This is an optimization exercise on Yosys and OpenROAD, whose aim is small area and few clock cycles per item, not a production implementation. The RTL was checked by simulation tests, not by an equivalence proof against the original design.

## main
Design mul_op, start of the top module:
module mul_op #(parameter INPUTS = 2,
		parameter OUTPUTS = 1,
		parameter DATA_IN_SIZE = 32,
		parameter DATA_OUT_SIZE = 32)
		(
		input clk,
		input rst,
		input [INPUTS * (DATA_IN_SIZE)- 1 : 0]data_in_bus,
		input [INPUTS - 1 : 0]valid_in_bus,
		output [INPUTS - 1 : 0] ready_in_bus,
		output [OUTPUTS * (DATA_OUT_SIZE) - 1 : 0]data_out_bus,
		output [OUTPUTS - 1 : 0]valid_out_bus,
		input 	[OUTPUTS - 1 : 0] ready_out_bus
);
Size in the first run: about 1000 cells after synthesis, roughly 100 I/O pins, about 11000 µm² of cells after synthesis.
Settings: LEC_CHECK=0, ABC_AREA=1, CAP_MARGIN=10, CORE_MARGIN=2, CORE_UTILIZATION=60, GPL_TIMING_DRIVEN=0, PLACE_DENSITY=0.75, SLEW_MARGIN=10, SYNTH_HIERARCHICAL=1; clock period 8.0 ns.
standard.sh (not shown) runs the stock make flow with config.mk's settings and CLKGATE_MAP_FILE= SYNTH_SCRIPT=/design/flow/synth_recipe.tcl, a recipe that flattens the netlist after the stock synthesis.
==> flow/flow/run.sh <==
#!/bin/bash
# The standard layout (standard.sh) with three changes to how it is made:
#  - ABC's area script for the synthesis's technology mapping is flow/abc_area.script
#    (run from a copy of ORFS's scripts folder that differs only in that file);
#  - the port buffers are made from the smallest buffer cell, buf_1;
#  - clock tree synthesis uses clkbuf_8 for its root and tree buffers and adds no dummy loads.
# The synthesis is otherwise the standard one (synth_recipe.tcl), so the registers
# and their names are the standard synthesis's.
set -euo pipefail
cd "$(dirname "$0")/.."
W=$PWD
rm -rf "$W/scripts_abc"
cp -r "$FLOW_HOME/scripts" "$W/scripts_abc"
cp "$W/flow/abc_area.script" "$W/scripts_abc/abc_area.script"
diff -r "$FLOW_HOME/scripts" "$W/scripts_abc" > scripts_diff.log 2>&1 || true
bash standard.sh "SCRIPTS_DIR=$W/scripts_abc" 'BUFFER_PORTS_ARGS=-buffer_cell sky130_fd_sc_hd__buf_1' \
  'CTS_ARGS=-sink_clustering_enable -repair_clock_nets -root_buf sky130_fd_sc_hd__clkbuf_8 -buf_list sky130_fd_sc_hd__clkbuf_8 -dont_use_dummy_load' finish > standard_sh.log 2>&1 || { tail -50 standard_sh.log; exit 1; }
tail -5 standard_sh.log
ls -l out/final.def
==> flow/flow/abc_area.script <==
strash
dch
map -a
topo
Testbench counts of main, summed over its fixed seeds: cycles 12,008, items 12,000.
What the feature branch does differently from main at the input level:
==> flow/flow/abc_area.script <==
strash
dch
amap
topo
==> comparison <==
[compare] base=main new=the feature branch: non-clock buffer count up 3, count of placed standard cells including taps has increased, global-route track usage on met3 +0.23 points. Delta (the feature branch minus main): wire length per cell lower; shortest period the worst path allows higher; global-route wire length before repair higher; share of layout cells above drive strength 1 lower; final layout net count higher. The feature branch ends up with higher via count than main does. In the final design statistics, the feature branch uses more standard cells in total than main. The ratio of final minimum period to clock period in the feature branch sits 0.43 points above the value recorded for main.

* * *

== lane 1 ==
mul_op, a different RTL version from the one above (not shown whole).
Size in the first run: about 1,400 cells after synthesis, ~33 flip-flops, roughly 0.012 mm2 of cells after synthesis.
==> flow/config.mk <==
export PLATFORM = sky130hd
export DESIGN_NAME = mul_op
export DESIGN_NICKNAME = mul_op
export VERILOG_FILES = /design/flow/design.v
export SDC_FILE = /design/flow/constraint.sdc
export NUM_CORES = 4
export LEC_CHECK = 0
export ABC_AREA = 1
export CAP_MARGIN = 20
export CORE_MARGIN = 2
export CORE_UTILIZATION = 40
export SLEW_MARGIN = 20
export SYNTH_HIERARCHICAL = 1
==> flow/constraint.sdc <==
create_clock -name core_clock -period 8.0 [get_ports {clk}]
set_input_delay 1.6000 -clock core_clock [delete_from_list [all_inputs] [get_ports {clk}]]
set_output_delay 1.6000 -clock core_clock [all_outputs]
set_load 0.01 [all_outputs]
==> flow/flow/run.sh <==
#!/bin/bash
set -euo pipefail
cd "$(dirname "$0")/.."
bash standard.sh 'BUFFER_PORTS_ARGS=-buffer_cell sky130_fd_sc_hd__buf_1' finish > standard_sh.log 2>&1 || { tail -50 standard_sh.log; exit 1; }
tail -5 standard_sh.log
ls -l out/final.def
Testbench counts of lane 1, summed over its fixed seeds: cycles 12,008, items 12,000.
Changes in lane 2 relative to lane 1:
Settings: an added GPL_TIMING_DRIVEN of 0.
==> flow/run.sh (new file) <==
#!/bin/bash
# synth_recipe.tcl (not shown) runs the flow's synth.tcl, then flattens the netlist and writes it again
# the make line also repeats each setting of config.mk as NAME=value (left out here)
make -C /OpenROAD-flow-scripts/flow DESIGN_CONFIG=/design/flow/config.mk WORK_HOME=/design/flow/orfs CLKGATE_MAP_FILE= SYNTH_SCRIPT=/design/flow/synth_recipe.tcl finish
removed: flow/flow/run.sh
removed: flow/standard.sh
==> run notes <==
From lane 1 to lane 2 the numbers moved as follows: final worst setup slack decreased 0.30 ns, global-route usage increased 2.2 points, clock edge transition at the registers on the reported setup and hold paths essentially unchanged.
Lane 2 ended with every stage complete and zero timing, DRC or antenna violations.
Looking at via count, lane 2 sits 2.9% above lane 1.
Relative to lane 2, the following input files were edited for lane 3:
Settings: PLACE_DENSITY now 0.75, previously not set; CAP_MARGIN now 10, was 20; SLEW_MARGIN now 10, was 20; CORE_UTILIZATION now 60, was 40.
==> flow/flow/run.sh (new file) <==
#!/bin/bash
# The standard layout (standard.sh) with three changes to how it is made:
#  - ABC's area script for the synthesis's technology mapping is flow/abc_area.script
#    (run from a copy of ORFS's scripts folder that differs only in that file);
#  - the port buffers are made from the smallest buffer cell, buf_1;
#  - clock tree synthesis uses clkbuf_8 for its root and tree buffers and adds no dummy loads or sink clusters.
# The synthesis is otherwise the standard one (synth_recipe.tcl), so the registers
# and their names are the standard synthesis's.
set -euo pipefail
cd "$(dirname "$0")/.."
W=$PWD
rm -rf "$W/scripts_abc"
cp -r "$FLOW_HOME/scripts" "$W/scripts_abc"
cp "$W/flow/abc_area.script" "$W/scripts_abc/abc_area.script"
diff -r "$FLOW_HOME/scripts" "$W/scripts_abc" > scripts_diff.log 2>&1 || true
bash standard.sh "SCRIPTS_DIR=$W/scripts_abc" 'BUFFER_PORTS_ARGS=-buffer_cell sky130_fd_sc_hd__buf_1' \
  'CTS_ARGS=-repair_clock_nets -root_buf sky130_fd_sc_hd__clkbuf_8 -buf_list sky130_fd_sc_hd__clkbuf_8 -dont_use_dummy_load' finish > standard_sh.log 2>&1 || { tail -50 standard_sh.log; exit 1; }
tail -5 standard_sh.log
ls -l out/final.def
==> flow/flow/abc_area.script (new file) <==
strash
dch
map -a
topo
==> flow/standard.sh (new file) <==
#!/bin/bash
# synth_recipe.tcl (not shown) runs the flow's synth.tcl, then flattens the netlist and writes it again
# the make line also repeats each setting of config.mk as NAME=value (left out here)
make -C /OpenROAD-flow-scripts/flow DESIGN_CONFIG=/design/flow/config.mk WORK_HOME=/design/flow/orfs CLKGATE_MAP_FILE= SYNTH_SCRIPT=/design/flow/synth_recipe.tcl "${@:-finish}"
removed: flow/run.sh
Lane 3: all stages complete, timing, DRC and antenna checks passed
The number of tap instances in lane 3 is 0.59 times that in lane 2.
Compared with lane 2, number of cells after detailed placement in lane 3 decreased by more than 10%.
Changes in lane 4 relative to lane 3:
Settings: SLEW_MARGIN changed from 10 to 20; CAP_MARGIN changed from 10 to 20; CTS_BUF_LIST newly set to sky130_fd_sc_hd__clkbuf_8; CORE_UTILIZATION changed from 60 to 40; PLACE_DENSITY removed (was 0.75).
diff --git a/flow/flow/run.sh b/flow/flow/run.sh
--- a/flow/flow/run.sh
+++ b/flow/flow/run.sh
@@ -2 +2 @@
-# The standard layout (standard.sh) with three changes to how it is made:
+# The standard layout (standard.sh) with two changes to how it is made:
@@ -6 +6 @@
-#  - clock tree synthesis uses clkbuf_8 for its root and tree buffers and adds no dummy loads or sink clusters.
+#  - clock tree synthesis uses clkbuf_8 for its root and tree buffers and adds no dummy loads.
@@ -17 +17 @@
-  'CTS_ARGS=-repair_clock_nets -root_buf sky130_fd_sc_hd__clkbuf_8 -buf_list sky130_fd_sc_hd__clkbuf_8 -dont_use_dummy_load' finish > standard_sh.log 2>&1 || { tail -50 standard_sh.log; exit 1; }
+  'CTS_ARGS=-sink_clustering_enable -repair_clock_nets -root_buf sky130_fd_sc_hd__clkbuf_8 -buf_list sky130_fd_sc_hd__clkbuf_8 -dont_use_dummy_load' finish > standard_sh.log 2>&1 || { tail -50 standard_sh.log; exit 1; }
--- outcome ---
Post-CTS resize count in lane 4 is about 15% lower than in lane 3
The effective utilization at floorplan in lane 4 was lower than what lane 3 gave.
The higher setup slack of lane 4 and lane 3 is in lane 4.
Between lane 4 and lane 3, the area of the multi-input gates does not differ in any meaningful way.
Between lane 3 and lane 4, time the worst path needs with I/O delays and setup decreased.
When lane 4 is set beside lane 3, its critical path depth turns out to be about 60% larger.
Lane 4 vs lane 3 on global-route usage over all layers: lane 4 is the lower one.

[re-timing with driven ports]
How much do the figures lean on ideal ports? The routed layouts below were timed once more, with nothing changed but the port constraints. Step 1, drivers: a clkbuf_16 drives clk and a buf_2 each remaining input, both assumed. Step 2, shift: input delay + t, output delay - t, t = (earliest + latest rising clock arrival at the registers) / 2. This alone moves slack from input paths to output paths. Three values: ideal ports, drivers, drivers and shift; two values: the first two.
run | t, ns | setup WS [ns] | hold WS [ns] | worst setup path after step 2 | worst slew at a driven data input, ns
main | 0.357 | 0.203 / 0.212 / -0.145 | 0.874 / 0.874 / 0.874 | input to register | 0.07
the feature branch | 0.354 | 0.169 / 0.080 / -0.275 | 0.676 / 0.676 / 0.676 | input to register | 0.17
lane 1 | 0.325 | 0.609 / 0.630 / 0.306 | 1.035 / 1.035 / 1.035 | input to register | 0.03
lane 2 | 0.336 | 0.308 / 0.332 / -0.004 | 1.048 / 1.048 / 1.048 | input to register | 0.04
lane 3 | 0.363 | 0.304 / 0.322 / -0.042 | 0.852 / 0.852 / 0.852 | input to register | 0.05
lane 4 | 0.370 | 0.346 / 0.371 / 0.000 | 0.888 / 0.888 / 0.888 | input to register | 0.05
With both steps, setup timing fails in main, the feature branch, lane 2 and lane 3, where it was met with ideal ports. For the feature branch, which loses most, drivers alone change the setup slack by -0.089 ns; drivers and shift together by -0.444 ns.
